From an optimization exercise on the open Yosys and OpenROAD flow, aimed at small area, a short achievable clock period and few clock cycles; shortcuts taken in it are not production practice. At most, simulation tests tie the RTL to the original design; equivalence was not proved.

==> flow/design.v (excerpt) <==
module fft_core #(
    parameter DATA_WIDTH = 16,
    parameter N = 16
)(
    input  wire clk,
    input  wire reset,
    input  wire start_fft,
    input  wire [N*DATA_WIDTH-1:0] real_in,    
    input  wire [N*DATA_WIDTH-1:0] imag_in,    
    output wire [N*DATA_WIDTH-1:0] real_out,   
    output wire [N*DATA_WIDTH-1:0] imag_out,   
    output reg  fft_done                       
);
For scale: ~7900 cells after synthesis, about 430 flip-flops, about 1000 I/O pins.
Settings: LEC_CHECK=0, CAP_MARGIN=20, CORE_MARGIN=2, CORE_UTILIZATION=55, CTS_BUF_LIST=sky130_fd_sc_hd__clkbuf_8, GPL_TIMING_DRIVEN=0, PLACE_DENSITY=0.7, SETUP_SLACK_MARGIN=0.6, SLEW_MARGIN=20; clock period 7.0 ns.
standard.sh (not shown) runs the stock make flow with config.mk's settings and CLKGATE_MAP_FILE= SYNTH_SCRIPT=/design/flow/synth_recipe.tcl, a recipe that flattens the netlist after the stock synthesis.
==> flow/flow/run.sh <==
#!/bin/bash
set -o pipefail
cp standard.sh standard.sh.txt 2>/dev/null
export BUFFER_PORTS_ARGS="-buffer_cell sky130_fd_sc_hd__buf_1"
bash standard.sh > standard.log 2>&1
Testbench counts at the start, summed over its fixed seeds: cycles 2,056.
Edit:
CORE_UTILIZATION = 65   (was 55)
PLACE_DENSITY = 0.8   (was 0.7)
SETUP_SLACK_MARGIN = 0.2   (was 0.6)
=> Hold slack is about the same; design area goes down by 5.3%; setup slack gets worse by 0.36 ns; flip-flop and latch count does not change; routed wire length goes down by 2.7%.
Edit:
==> flow/flow/run.sh (replaced) <==
#!/bin/bash
set -o pipefail
cp standard.sh standard.sh.txt 2>/dev/null
export BUFFER_PORTS_ARGS="-buffer_cell sky130_fd_sc_hd__buf_2"
bash standard.sh > standard.log 2>&1
CORE_UTILIZATION = 55   (was 65)
CTS_BUF_LIST = default   (was sky130_fd_sc_hd__clkbuf_8)
PLACE_DENSITY = 0.7   (was 0.8)
After rerunning:
- design area increases by a few percent
- flip-flop and latch count is unchanged
- routed wire length increases slightly
- die area goes up by about a fifth
- maximum frequency rises slightly
- synthesized cell count does not change
- via count is lower by a few percent
Edit:
CORE_UTILIZATION = 40   (was 55)
GPL_TIMING_DRIVEN = default   (was 0)
PLACE_DENSITY = 0.6   (was 0.7)
SETUP_SLACK_MARGIN = default   (was 0.2)
Outcome: Die area came out higher by 37%; via count goes up by 5.4%; design area goes up by 11%; worst setup slack got worse by 0.12 ns.
Edit:
==> flow/flow/run.sh (replaced) <==
#!/bin/bash
set -o pipefail
cp standard.sh standard.sh.txt 2>/dev/null
export BUFFER_PORTS_ARGS="-buffer_cell sky130_fd_sc_hd__buf_1"
bash standard.sh > standard.log 2>&1
CORE_UTILIZATION = 55   (was 40)
CTS_BUF_LIST = sky130_fd_sc_hd__clkbuf_8   (was default)
GPL_TIMING_DRIVEN = 0   (was default)
PLACE_DENSITY = 0.7   (was 0.6)
SETUP_SLACK_MARGIN = 0.2   (was default)
Global-route usage grows by 6.1 points; count of clock-buffer cells in the layout grows by 33; worst hold slack gets worse by 0.066 ns; non-clock buffer count came out lower by 1291; via count came out lower by a few percent; fmax increases by a few percent; design area fell by roughly a tenth.

---

== the reference run ==
Another version of the RTL of fft_core (not shown whole).
Size in the first run: about 500 flip-flops, ~1000 I/O pins.
export LEC_CHECK = 0
export CAP_MARGIN = 20
export CORE_MARGIN = 2
export CORE_UTILIZATION = 40
export PLACE_DENSITY = 0.6
export SLEW_MARGIN = 20
create_clock -name core_clock -period 7.0 [get_ports {clk}]
run.sh (not shown) runs the stock make flow with config.mk's settings and CLKGATE_MAP_FILE= SYNTH_SCRIPT=/design/flow/synth_recipe.tcl, a recipe that flattens the netlist after the stock synthesis.
Stock flow here: none of the scripts above is used.
The reference run did not stop at any stage, and its layout met the timing, DRC and antenna checks.
Testbench counts of the reference run, summed over its fixed seeds: cycles 2,056.
Modified inputs, the trial run compared to the reference run
==> flow/flow/run.sh (new file) <==
#!/bin/bash
set -o pipefail
cp standard.sh standard.sh.txt 2>/dev/null
export BUFFER_PORTS_ARGS="-buffer_cell sky130_fd_sc_hd__buf_2"
bash standard.sh > standard.log 2>&1
==> flow/standard.sh (new file) <==
#!/bin/bash
# synth_recipe.tcl (not shown) runs the flow's synth.tcl, then flattens the netlist and writes it again
# the make line also repeats each setting of config.mk as NAME=value (left out here)
make -C /OpenROAD-flow-scripts/flow DESIGN_CONFIG=/design/flow/config.mk WORK_HOME=/design/flow/orfs CLKGATE_MAP_FILE= SYNTH_SCRIPT=/design/flow/synth_recipe.tcl "${@:-finish}"
removed: flow/run.sh
==> run notes <==
- The trial run reached the end of the flow, and the finished layout is clean on the timing, DRC and antenna checks.
- The run showing the greater HPWL after detailed placement is the reference run.
- Between the reference run and the trial run, the flow reports wire length decreasing by a few percent.
- DRC violation total after the first TritonRoute iteration in the trial run is 6.9% higher than in the reference run
- Setup fix buffers added after clock tree synthesis was lower in the run labelled the trial run.
- The final reports for the trial run and the reference run show total vias in the final route higher in the former.
- The trial run: core utilization 2.9 points below the reference run

---

== the baseline ==
fft_core, a different RTL version from the one above (not shown whole).
For scale: roughly 500 flip-flops, about 79000 um^2 of cells after synthesis.
export LEC_CHECK = 0
export CAP_MARGIN = 20
export CORE_MARGIN = 2
export CORE_UTILIZATION = 40
export PLACE_DENSITY = 0.6
export SLEW_MARGIN = 20
create_clock -name core_clock -period 7.0 [get_ports {clk}]
standard.sh (not shown) runs the stock make flow with config.mk's settings and CLKGATE_MAP_FILE= SYNTH_SCRIPT=/design/flow/synth_recipe.tcl, a recipe that flattens the netlist after the stock synthesis.
==> flow/flow/run.sh <==
#!/bin/bash
set -o pipefail
cp standard.sh standard.sh.txt 2>/dev/null
export BUFFER_PORTS_ARGS="-buffer_cell sky130_fd_sc_hd__buf_2"
bash standard.sh > standard.log 2>&1
--- input diff the baseline..the candidate ---
Settings: an added SETUP_SLACK_MARGIN of 1.5.
==> comparison <==
- | the candidate | all stages done | FAIL | capacitance limit, slew limit |
- Changes observed in the candidate relative to the baseline: number of hold violations in the final report flat, sequential standard cell area up about 2%.
- Comparing sequential share of cell area for the baseline and the candidate, the smaller number came from the candidate.
- The candidate vs. the baseline: met2 demand-to-capacity share in global routing went up 1.4 points, top achievable clock speed went up 0.014 GHz, final non-filler cell area went up 16%, final worst-path setup slack went up 590 ps, total placed instance area held.
- Re critical path depth: the candidate is 5 up on the baseline.
Function was not checked in any run of this note: the RTL went through the layout flow alone.

---

== indigo ==
fft_core, a different RTL version from the one above (not shown whole).
For scale: ~7400 cells after synthesis, about 1000 I/O pins, ~64000 µm² of cells after synthesis.
export LEC_CHECK = 0
export CAP_MARGIN = 20
export CORE_MARGIN = 2
export CORE_UTILIZATION = 55
export CTS_BUF_LIST = sky130_fd_sc_hd__clkbuf_8
export GPL_TIMING_DRIVEN = 0
export PLACE_DENSITY = 0.7
export SETUP_SLACK_MARGIN = 0.2
export SLEW_MARGIN = 20
create_clock -name core_clock -period 7.0 [get_ports {clk}]
==> flow/flow/run.sh <==
#!/bin/bash
set -o pipefail
cp standard.sh standard.sh.txt 2>/dev/null
export BUFFER_PORTS_ARGS="-buffer_cell sky130_fd_sc_hd__buf_1"
bash standard.sh > standard.log 2>&1
indigo: full flow OK, the timing, DRC and antenna checks passed
Testbench counts of indigo, summed over its fixed seeds: cycles 2,056.
[inputs] pepper vs indigo
Settings: changing SETUP_SLACK_MARGIN from 0.2 to 0.4.
==> run notes <==
- Across indigo and pepper, the outcome is the same: a clean finish for every run.
- Data required time at the worst endpoint ends up lower on pepper.
- Taking indigo as the reference, in pepper fraction of final layout cells sized beyond drive strength 1 climbed 4.2 points; sequential standard cell area barely changed; cell area after layout climbed about 3.4%; layout overhead on the synthesized area climbed 3.9 points; initial antenna violation count climbed 2.
#### Input delta (nickel over pepper)
Settings: a change of CORE_UTILIZATION from 55 to 60; a change of SETUP_SLACK_MARGIN from 0.4 to 0.2; a change of PLACE_DENSITY from 0.7 to 0.75.
--- outcome ---
nickel | stages: all done | timing, DRC, antenna: all pass. nickel vs. pepper: average vias per placed instance went up about 2.7%; well-tap cell count shows a reduction of 121; routed wire length fell by 3100 µm. A slowest cell on the critical path of sky130_fd_sc_hd__fa_2 is what pepper shows, while sky130_fd_sc_hd__maj3_1 belongs to nickel. Between pepper and nickel, layout overhead on the synthesized area is lower for nickel, pepper comes in above that. From pepper to nickel the numbers moved as follows: first-pass GRT wire length decreased 0.45%. Run comparison: pepper critical path launch point imag_in[80]; nickel critical path launch point st_t[352].
## Diff of input files: willow against nickel
Settings: changing CORE_UTILIZATION from 60 to 55; changing PLACE_DENSITY from 0.75 to 0.7; changing SETUP_SLACK_MARGIN from 0.2 to 0.1.
[summary]
- On utilization: between willow and nickel, it ends up higher for nickel.
- Number of buffers and inverters on the critical path, willow and nickel: smaller value in nickel

[afterwards: timing with drivers on the ports]
How much do the figures lean on ideal ports? The routed layouts below were timed once more, with nothing changed but the port constraints. Step 1 assumes that a clkbuf_16 drives the clock port and a buf_2 every other input. Step 2 times the ports against the registers' clock, not the clock port: input delays grow and output delays shrink by t, the midpoint of the rising clock arrivals with the driver on. Slacks: no drivers / after step 1 / after step 2; pairs: no drivers / after step 1.
run | shift t [ns] | setup slack, ns | worst hold slack (ns) | latest minus earliest clock arrival (ns) | worst slew at a driven data input, ns
the first run of note 1 | 0.839 | 0.507 / 0.509 / -0.282 | 0.443 / 0.399 / 1.238 | 0.049 / 0.050 | 0.16
the second run of note 1 | 0.838 | 0.142 / 0.196 / -0.641 | 0.444 / 0.389 / 1.227 | 0.054 / 0.053 | 0.25
the third run of note 1 | 0.724 | 0.180 / 0.234 / -0.490 | 0.574 / 0.538 / 1.262 | 0.025 / 0.025 | 0.16
the fourth run of note 1 | 0.781 | 0.063 / -0.021 / -0.411 | 0.518 / 0.453 / 1.234 | 0.029 / 0.030 | 0.23
the fifth run of note 1 | 0.826 | 0.224 / 0.268 / -0.558 | 0.452 / 0.413 / 1.239 | 0.046 / 0.046 | 0.17
the reference run | 0.750 | 0.150 / 0.068 / 0.353 | 0.872 / 0.817 / 1.567 | 0.040 / 0.040 | 0.18
the trial run | 0.768 | 0.212 / 0.133 / 0.664 | 0.497 / 0.443 / 1.211 | 0.067 / 0.067 | 0.19
the baseline | 0.778 | 0.149 / 0.054 / 0.787 | 0.494 / 0.421 / 1.199 | 0.077 / 0.077 | 0.27
the candidate | 0.780 | 0.735 / 0.635 / 0.950 | 0.515 / 0.434 / 1.213 | 0.039 / 0.039 | 0.23
indigo | 0.812 | 0.278 / 0.249 / -0.483 | 0.462 / 0.409 / 1.221 | 0.056 / 0.055 | 0.21
pepper | 0.833 | 0.304 / 0.360 / -0.473 | 0.452 / 0.394 / 1.227 | 0.041 / 0.041 | 0.23
nickel | 0.794 | 0.267 / 0.187 / -0.442 | 0.503 / 0.449 / 1.243 | 0.058 / 0.058 | 0.21
willow | 0.824 | 0.208 / 0.173 / -0.558 | 0.454 / 0.397 / 1.220 | 0.069 / 0.069 | 0.22
Met with ideal ports but missed after step 2: setup timing in 9 of these runs. For the first run of note 1, which loses most, drivers alone change the setup slack by +0.002 ns; drivers and shift together by -0.789 ns.
